Background: an optimization exercise with open tools, aiming at small area and a short achievable clock period. Do not read the settings as production practice.
The RTL was checked by simulation tests, not by an equivalence proof against the original design.
Power and IR drop assume default switching activity.

==> inputs of 08-23 <==
## reg_alu
module reg_alu (input wire clk, reset, sel, wr, input wire [1:0] op,
                input wire [2:0] rd_addr_a, rd_addr_b, wr_addr,
                input wire [15:0] d_in,
                output wire [15:0] d_out_a, d_out_b, output wire cout);
   reg  [15:0] r [0:7];
   reg         c_q;
   wire [7:0]  ha, hb, hw;
   wire [15:0] a, b, y, wd;
   wire [15:0] nx [0:7];
   wire        c;
   dec3f deca (rd_addr_a, ha);
   dec3f decb (rd_addr_b, hb);
   dec3 decw (wr_addr, hw);
   genvar i, j;
   generate
      for (i = 0; i < 16; i = i + 1) begin : rd
         rdbit ua (ha, {r[7][i], r[6][i], r[5][i], r[4][i], r[3][i], r[2][i], r[1][i], r[0][i]}, a[i]);
         rdbit ub (hb, {r[7][i], r[6][i], r[5][i], r[4][i], r[3][i], r[2][i], r[1][i], r[0][i]}, b[i]);
      end
   endgenerate
   alu alu_m (op, a, b, y, c);
   wire s1 = sel & ~reset;
   wire s0 = ~sel & ~reset;
   generate
      for (i = 0; i < 16; i = i + 1) begin : wdb
         g_a22o uw (s1, y[i], s0, d_in[i], wd[i]);
      end
   endgenerate
   wire [7:0] en  = ({8{wr}} & hw) | {8{reset}};
   wire [7:0] enn = ~en;
   generate
      for (j = 0; j < 8; j = j + 1) begin : rg
         for (i = 0; i < 16; i = i + 1) begin : bt
  ...
export LEC_CHECK = 0
export CAP_MARGIN = 20
export CORE_MARGIN = 2
export CORE_UTILIZATION = 40
export SETUP_SLACK_MARGIN = 4.3
export SLEW_MARGIN = 20
export SYNTH_HIERARCHICAL = 1
create_clock -name core_clock -period 10.0 [get_ports {clk}]
standard.sh (not shown) runs the stock make flow with config.mk's settings and CLKGATE_MAP_FILE= SYNTH_SCRIPT=/design/flow/synth_recipe.tcl, a recipe that flattens the netlist after the stock synthesis.
==> flow/flow/run.sh <==
#!/bin/bash
# Standard ORFS layout (the standard.sh, synthesis unchanged) with these
# changes to how the layout is made:
#  - port buffers start as buf_1 rather than the delay cell buffer_ports picks
#    by default (the resizer upsizes them where timing or slew needs it);
#  - the resizer may swap a cell for one of a different footprint;
#  - clock tree built from clkbuf_4 only, without dummy balancing loads.
set -euo pipefail
export BUFFER_PORTS_ARGS="-buffer_cell sky130_fd_sc_hd__buf_1"
export CTS_ARGS="-sink_clustering_enable -repair_clock_nets -dont_use_dummy_load -buf_list {sky130_fd_sc_hd__clkbuf_4}"
bash standard.sh MATCH_CELL_FOOTPRINT=0 finish > standard_flow.log 2>&1
==> 06-09 (differences from 08-23) <==
--- a/flow/design.v
+++ b/flow/design.v
@@ -57,17 +57,17 @@
 module g_a21oi (input wire a1, a2, b1, output wire y);
    assign y = ~((a1 & a2) | b1);
 endmodule
 module g_o21ai (input wire a1, a2, b1, output wire y);
    assign y = ~((a1 | a2) & b1);
 endmodule
-module alu (input wire [1:0] op, input wire [15:0] a, b,
-            output wire [15:0] y, output wire co);
-   wire [15:0] bx, gn, tn, g, p, l, s;
-   wire cinn = ~op[0];
-   wire op1n = ~op[1];
+module alu (input wire op0, input wire [15:0] a, b,
+            output wire [15:0] s, l, output wire co);
+   wire [15:0] bx, gn, tn, g, p;
+   wire [1:0] op = {1'b0, op0};
+   wire cinn = ~op0;
    wire g0c;
    wire g0c_i;
    wire G1_1;
    wire G1_3;
    wire P1_3;
    wire G1_5;
@@ -133,13 +133,12 @@
          g_xor2  ux (b[i], op[0], bx[i]);
          g_nand2 ug (a[i], bx[i], gn[i]);
          g_nor2  ut (a[i], bx[i], tn[i]);
          g_inv   uq (gn[i], g[i]);
          g_nor2  up (tn[i], g[i], p[i]);           
          g_maj3  ul (a[i], b[i], op[0], l[i]);    
-         g_a22o  uy (op[1], l[i], op1n, s[i], y[i]);
       end
    endgenerate
    g_o21ai u_o21ai_0 (tn[0], cinn, gn[0], g0c);
    g_inv u_inv_0 (g0c, g0c_i);
    g_o21ai u_o21ai_1 (tn[1], g0c_i, gn[1], G1_1);
    g_o21ai u_o21ai_2 (tn[3], gn[2], gn[3], G1_3);
@@ -223,31 +222,34 @@
                 input wire [2:0] rd_addr_a, rd_addr_b, wr_addr,
                 input wire [15:0] d_in,
                 output wire [15:0] d_out_a, d_out_b, output wire cout);
    reg  [15:0] r [0:7];
    reg         c_q;
    wire [7:0]  ha, hb, hw;
-   wire [15:0] a, b, y, wd;
+   wire [15:0] a, b, wd;
    wire [15:0] nx [0:7];
    wire        c;
    dec3f deca (rd_addr_a, ha);
    dec3f decb (rd_addr_b, hb);
    dec3 decw (wr_addr, hw);
    genvar i, j;
    generate
       for (i = 0; i < 16; i = i + 1) begin : rd
          rdbit ua (ha, {r[7][i], r[6][i], r[5][i], r[4][i], r[3][i], r[2][i], r[1][i], r[0][i]}, a[i]);
          rdbit ub (hb, {r[7][i], r[6][i], r[5][i], r[4][i], r[3][i], r[2][i], r[1][i], r[0][i]}, b[i]);
       end
    endgenerate
-   alu alu_m (op, a, b, y, c);
-   wire s1 = sel & ~reset;
+   wire [15:0] sm, lg, wdn;
+   alu alu_m (op[0], a, b, sm, lg, c);
+   wire sl = sel & ~reset & op[1];
+   wire ss = sel & ~reset & ~op[1];
    wire s0 = ~sel & ~reset;
    generate
       for (i = 0; i < 16; i = i + 1) begin : wdb
-         g_a22o uw (s1, y[i], s0, d_in[i], wd[i]);
+         g_a222oi uw (ss, sm[i], sl, lg[i], s0, d_in[i], wdn[i]);
+         g_inv    uv (wdn[i], wd[i]);
       end
    endgenerate
    wire [7:0] en  = ({8{wr}} & hw) | {8{reset}};
    wire [7:0] enn = ~en;
    generate
       for (j = 0; j < 8; j = j + 1) begin : rg
SETUP_SLACK_MARGIN = 4.7   (was 4.3)
SLEW_MARGIN = 80   (was 20)
==> comparison <==
In 08-23 the via count is smaller than in 06-09, by about 0.4%.
Between 06-09 and 08-23, the lower hold slack is in 06-09 (gap 4.0 ps).
Of 06-09 and 08-23, 08-23 has the higher clock power (gap about 2%, measured against 08-23).
Synthesized cell count is the same in 06-09 and 08-23.
Between 06-09 and 08-23, the lower non-clock buffer count is in 08-23 (gap 14).
Between 06-09 and 08-23, the lower sequential power is in 08-23 (gap about 2%, measured against 08-23).
Between 08-23 and 06-09, the lower global-route usage is in 06-09 (gap 0.18 points).
Between 06-09 and 08-23, the lower clock skew is in 08-23 (gap 7.8 ps).
In register-to-register slack, 06-09 and 08-23 hardly differ.
==> figures <==
                                                                                  08-23         06-09
Post-layout util                                                                  0.457         0.475
Area after DPL                                                             0.00715 mm^2  0.00728 mm^2
Via count of the first global-routing pass                                        6,548         6,242
Fraction of final layout cells sized beyond drive strength 1                     0.0996         0.159
Clk power                                                                        242 uW        238 uW
Portion of the clock cycle consumed by the worst path in the final layout         0.557         0.522
Wl on met1                                                                      9.77 mm       10.1 mm
Filler instances                                                                  1,626         1,523
Wire length reported by the detailed router                                     24.3 mm       24.2 mm
Initial Utilization                                                               0.411         0.409
Leak Pwr                                                                     0.00300 uW    0.00310 uW
Critical-path top delay cell                                                      inv_1       nand4_1
Met1 global-route usage                                                           0.343         0.364
Total net switching power                                                        512 uW        526 uW
Worst reg2reg path endpoint                                                    r[6][14]      r[3][10]
Met2 layer usage reported by global route                                         0.425         0.420
Horizontal die dimension                                                         132 um        132 um
Clock tree cell share of total cell area                                         0.0174        0.0169
Status                                                         timing/DRC/antenna clean  timing/DRC/antenna clean

---

==> 02-01 <==
==> flow/design.v <==
module alu (input wire [1:0] op, input wire [15:0] a, b,
            output wire [15:0] y, output wire co);
   wire [15:0] bx = b ^ {16{op[0]}};
   wire [15:0] p  = a ^ bx;
   wire [15:0] g0 = a & bx;
   wire [15:0] t0 = a | bx;
   wire [15:0] G0 = {g0[15:1], g0[0] | (t0[0] & op[0])};
   wire [15:0] P0 = t0;
   wire [15:0] G1, P1, G2, P2, G3, P3, G4, P4;
   genvar i;
   generate
      for (i = 0; i < 16; i = i + 1) begin : pf
         if (i % 2 == 1) begin : l1
            assign G1[i] = G0[i] | (P0[i] & G0[i-1]);
            assign P1[i] = P0[i] & P0[i-1];
         end else begin : l1n
            assign G1[i] = G0[i];
            assign P1[i] = P0[i];
         end
         if (i % 4 >= 2) begin : l2
            assign G2[i] = G1[i] | (P1[i] & G1[(i/4)*4+1]);
            assign P2[i] = P1[i] & P1[(i/4)*4+1];
         end else begin : l2n
            assign G2[i] = G1[i];
            assign P2[i] = P1[i];
         end
         if (i % 8 >= 4) begin : l3
            assign G3[i] = G2[i] | (P2[i] & G2[(i/8)*8+3]);
            assign P3[i] = P2[i] & P2[(i/8)*8+3];
         end else begin : l3n
            assign G3[i] = G2[i];
            assign P3[i] = P2[i];
         end
         if (i % 16 >= 8) begin : l4
            assign G4[i] = G3[i] | (P3[i] & G3[7]);
            assign P4[i] = P3[i] & P3[7];
         end else begin : l4n
            assign G4[i] = G3[i];
            assign P4[i] = P3[i];
         end
      end
   endgenerate
   wire [15:0] ci = {G4[14:0], op[0]};
   wire [15:0] s  = p ^ ci;
   wire [15:0] l  = op[0] ? (a | b) : (a & b);
   assign y  = op[1] ? l : s;
   assign co = G4[15];
endmodule
module reg_alu (input wire clk, reset, sel, wr, input wire [1:0] op,
                input wire [2:0] rd_addr_a, rd_addr_b, wr_addr,
                input wire [15:0] d_in,
                output wire [15:0] d_out_a, d_out_b, output wire cout);
   reg [15:0] r0, r1, r2, r3, r4, r5, r6, r7;
   reg        c_q;
   wire [15:0] a, b, y;
   wire        c;
   rf_read rda (rd_addr_a, r0, r1, r2, r3, r4, r5, r6, r7, a);
   rf_read rdb (rd_addr_b, r0, r1, r2, r3, r4, r5, r6, r7, b);
   alu alu_m (op, a, b, y, c);
   wire [15:0] wd = reset ? 16'h0000 : (sel ? y : d_in);
   wire [7:0]  hit = {8{wr}} & (8'b1 << wr_addr);
   wire [7:0]  en  = hit | {8{reset}};
   always @(posedge clk) begin
      if (en[0]) r0 <= wd;
      if (en[1]) r1 <= wd;
      if (en[2]) r2 <= wd;
      if (en[3]) r3 <= wd;
      if (en[4]) r4 <= wd;
      if (en[5]) r5 <= wd;
      if (en[6]) r6 <= wd;
      if (en[7]) r7 <= wd;
      c_q <= c & ~reset;
   end
   assign d_out_a = a;
   assign d_out_b = b;
   assign cout = c_q;
endmodule
module rf_read (input wire [2:0] s, input wire [15:0] i0, i1, i2, i3, i4, i5, i6, i7,
                output reg [15:0] o);
   always @(*)
      case (s)
        3'd0: o = i0;
        3'd1: o = i1;
        3'd2: o = i2;
        3'd3: o = i3;
        3'd4: o = i4;
        3'd5: o = i5;
        3'd6: o = i6;
        default: o = i7;
      endcase
endmodule
==> flow/run.sh <==
#!/bin/bash
# synth_recipe.tcl (not shown) runs the flow's synth.tcl, then flattens the netlist and writes it again
# the make line also repeats each setting of config.mk as NAME=value (left out here)
make -C /OpenROAD-flow-scripts/flow DESIGN_CONFIG=/design/flow/config.mk WORK_HOME=/design/flow/orfs CLKGATE_MAP_FILE= SYNTH_SCRIPT=/design/flow/synth_recipe.tcl finish
==> flow/config.mk <==
export PLATFORM = sky130hd
export DESIGN_NAME = reg_alu
export DESIGN_NICKNAME = reg_alu
export VERILOG_FILES = /design/flow/design.v
export SDC_FILE = /design/flow/constraint.sdc
export NUM_CORES = 4
export LEC_CHECK = 0
export CAP_MARGIN = 20
export CORE_MARGIN = 2
export CORE_UTILIZATION = 40
export SLEW_MARGIN = 20
==> flow/constraint.sdc <==
create_clock -name core_clock -period 10.0 [get_ports {clk}]
set_input_delay 2.0000 -clock core_clock [delete_from_list [all_inputs] [get_ports {clk}]]
set_output_delay 2.0000 -clock core_clock [all_outputs]
set_load 0.01 [all_outputs]
==> 09-15: changes against 02-01 <==
==> flow/design.v, changed modules only <==
module g_inv (input wire a, output wire y);
   assign y = ~a;
endmodule
module g_nand2 (input wire a, b, output wire y);
   assign y = ~(a & b);
endmodule
module g_nor2 (input wire a, b, output wire y);
   assign y = ~(a | b);
endmodule
module g_and2b (input wire an, b, output wire y);
   assign y = ~an & b;
endmodule
module g_nand3 (input wire a, b, c, output wire y);
   assign y = ~(a & b & c);
endmodule
module g_xor2 (input wire a, b, output wire y);
   assign y = a ^ b;
endmodule
module g_maj3 (input wire a, b, c, output wire y);
   assign y = (a & b) | (a & c) | (b & c);
endmodule
module g_mux2 (input wire a0, a1, s, output wire y);
   assign y = s ? a1 : a0;
endmodule
module g_a22o (input wire a1, a2, b1, b2, output wire y);
   assign y = (a1 & a2) | (b1 & b2);
endmodule
module g_a22oi (input wire a1, a2, b1, b2, output wire y);
   assign y = ~((a1 & a2) | (b1 & b2));
endmodule
module g_a222oi (input wire a1, a2, b1, b2, c1, c2, output wire y);
   assign y = ~((a1 & a2) | (b1 & b2) | (c1 & c2));
endmodule
module dec3 (input wire [2:0] s, output wire [7:0] h);
   assign h = 8'b1 << s;
endmodule
module rdbit (input wire [7:0] h, input wire [7:0] d, output wire o);
   wire y1, y2, y3;
   g_a222oi u1 (h[0], d[0], h[1], d[1], h[2], d[2], y1);
   g_a222oi u2 (h[3], d[3], h[4], d[4], h[5], d[5], y2);
   g_a22oi  u3 (h[6], d[6], h[7], d[7], y3);
   g_nand3  u4 (y1, y2, y3, o);
endmodule
module prefix16 (input wire [15:0] gn, tn, input wire cin, output wire [16:0] c);
   wire [15:0] G0 = {~gn[15:1], ~gn[0] | (~tn[0] & cin)};
   wire [15:0] P0 = ~tn;
   wire [15:0] G1, P1, G2, P2, G3, P3, G4;
   genvar i;
   generate
      for (i = 0; i < 16; i = i + 1) begin : pf
         if (i % 2 == 1) begin : l1
            assign G1[i] = G0[i] | (P0[i] & G0[i-1]);
            assign P1[i] = P0[i] & P0[i-1];
         end else begin : l1n
            assign G1[i] = G0[i];
            assign P1[i] = P0[i];
         end
         if (i % 4 >= 2) begin : l2
            assign G2[i] = G1[i] | (P1[i] & G1[(i/4)*4+1]);
            assign P2[i] = P1[i] & P1[(i/4)*4+1];
         end else begin : l2n
            assign G2[i] = G1[i];
            assign P2[i] = P1[i];
         end
         if (i % 8 >= 4) begin : l3
            assign G3[i] = G2[i] | (P2[i] & G2[(i/8)*8+3]);
            assign P3[i] = P2[i] & P2[(i/8)*8+3];
         end else begin : l3n
            assign G3[i] = G2[i];
            assign P3[i] = P2[i];
         end
         if (i >= 8) begin : l4
            assign G4[i] = G3[i] | (P3[i] & G3[7]);
         end else begin : l4n
            assign G4[i] = G3[i];
         end
      end
   endgenerate
   assign c = {G4, cin};
endmodule
module alu (input wire [1:0] op, input wire [15:0] a, b,
            output wire [15:0] y, output wire co);
   wire [15:0] bx, gn, tn, p, l, s;
   wire [16:0] c;
   wire op1n = ~op[1];
   genvar i;
   generate
      for (i = 0; i < 16; i = i + 1) begin : bs
         g_xor2  ux (b[i], op[0], bx[i]);
         g_nand2 ug (a[i], bx[i], gn[i]);
         g_nor2  ut (a[i], bx[i], tn[i]);
         g_xor2  up (a[i], bx[i], p[i]);
         g_maj3  ul (a[i], b[i], op[0], l[i]);    
         g_xor2  us (p[i], c[i], s[i]);
         g_a22o  uy (op[1], l[i], op1n, s[i], y[i]);
      end
   endgenerate
   prefix16 pfx (gn, tn, op[0], c);
   assign co = c[16];
endmodule
module reg_alu (input wire clk, reset, sel, wr, input wire [1:0] op,
                input wire [2:0] rd_addr_a, rd_addr_b, wr_addr,
                input wire [15:0] d_in,
                output wire [15:0] d_out_a, d_out_b, output wire cout);
   reg  [15:0] r [0:7];
   reg         c_q;
   wire [7:0]  ha, hb, hw;
   wire [15:0] a, b, y, wd;
   wire [15:0] nx [0:7];
   wire        c;
   dec3 deca (rd_addr_a, ha);
   dec3 decb (rd_addr_b, hb);
   dec3 decw (wr_addr, hw);
   genvar i, j;
   generate
      for (i = 0; i < 16; i = i + 1) begin : rd
         rdbit ua (ha, {r[7][i], r[6][i], r[5][i], r[4][i], r[3][i], r[2][i], r[1][i], r[0][i]}, a[i]);
         rdbit ub (hb, {r[7][i], r[6][i], r[5][i], r[4][i], r[3][i], r[2][i], r[1][i], r[0][i]}, b[i]);
      end
   endgenerate
   alu alu_m (op, a, b, y, c);
   wire s1 = sel & ~reset;
   wire s0 = ~sel & ~reset;
   generate
      for (i = 0; i < 16; i = i + 1) begin : wdb
         g_a22o uw (s1, y[i], s0, d_in[i], wd[i]);
      end
   endgenerate
   wire [7:0] en  = ({8{wr}} & hw) | {8{reset}};
   wire [7:0] enn = ~en;
   generate
      for (j = 0; j < 8; j = j + 1) begin : rg
         for (i = 0; i < 16; i = i + 1) begin : bt
            g_a22o uh (en[j], wd[i], enn[j], r[j][i], nx[j][i]);
         end
         always @(posedge clk) r[j] <= nx[j];
      end
   endgenerate
   always @(posedge clk) c_q <= c & ~reset;
   assign d_out_a = a;
   assign d_out_b = b;
   assign cout = c_q;
endmodule
// module rf_read removed
Settings changed: CTS_BUF_LIST from default to sky130_fd_sc_hd__clkbuf_4, SETUP_SLACK_MARGIN from default to 4.5, SYNTH_HIERARCHICAL from default to 1.
==> summary.txt <==
metric	02-01	09-15
Met2 routed wirelength	11.00 mm	12.58 mm
Multi-input gate share of total cell area	39.47%	49.10%
Synth warn	2	9
Number of distinct library cells after synthesis	80	40
Status	timing/DRC/antenna clean	timing/DRC/antenna clean
Compound-gate portion of the synthesized area	17.60%	41.82%
Fraction of synthesized area in multiplexers	9.620%	0%
Total global-route track usage	22.80%	30.92%
Hold path depth	5	1
Final RePlAce weighted congestion	0.9129	0.8122
Power of the sequential group	719 uW	673 uW
Layout clock buffers	17	19
Logic gate share of total power	26.0%	36.4%
Final layout net count	817	791
Detailed-route wire length on metal 1	10.63 mm	10.80 mm
Placed Instances	999	898
Net switching power	550.9 uW	573.4 uW
GR Layer Usage met3	3.856%	7.548%
Combinational cell power	467 uW	578 uW
Layout-stage area growth over the synthesis result	16.52%	27.64%
Met1 Usage GRT	32.35%	38.49%
Height of the die	145.5 um	132.6 um
CORE AREA	19590 sq um	16350 sq um

==> static timing again, ports no longer ideal <==
No port has a modelled driver above. Below, the same layouts with a new extraction and two added sets of constraints. Step 1 sets driving cells, clkbuf_16 on the clock port and buf_2 on the other inputs (assumed; they add their load-dependent delay and slew). Step 2 adds t to the input delays and takes it off the output delays; t is the mean of the earliest and latest rising clock arrival at the registers after step 1. Input paths then give back, and output paths get back, about the clock's delay inside the block. Three values: no drivers, after step 1, after step 2; two values: the first two.
run	t (ns)	slack for setup (ns)	worst hold slack (ns)	worst setup path at the end	worst data-port slew with drivers (ns)
08-23	0.575	4.432 / 4.410 / 4.112	0.509 / 0.509 / 0.509	input to register	0.04
06-09	0.568	4.783 / 4.758 / 4.404	0.505 / 0.505 / 0.505	input to register	0.04
02-01	0.454	2.660 / 2.632 / 2.259	1.009 / 1.009 / 1.009	input to register	0.04
09-15	0.593	4.502 / 4.468 / 4.063	0.514 / 0.514 / 0.514	input to register	0.04
After both steps every run listed still meets setup and hold. The setup slack of 09-15, which loses most, moves by -0.034 ns with the drivers and by -0.439 ns with both steps.
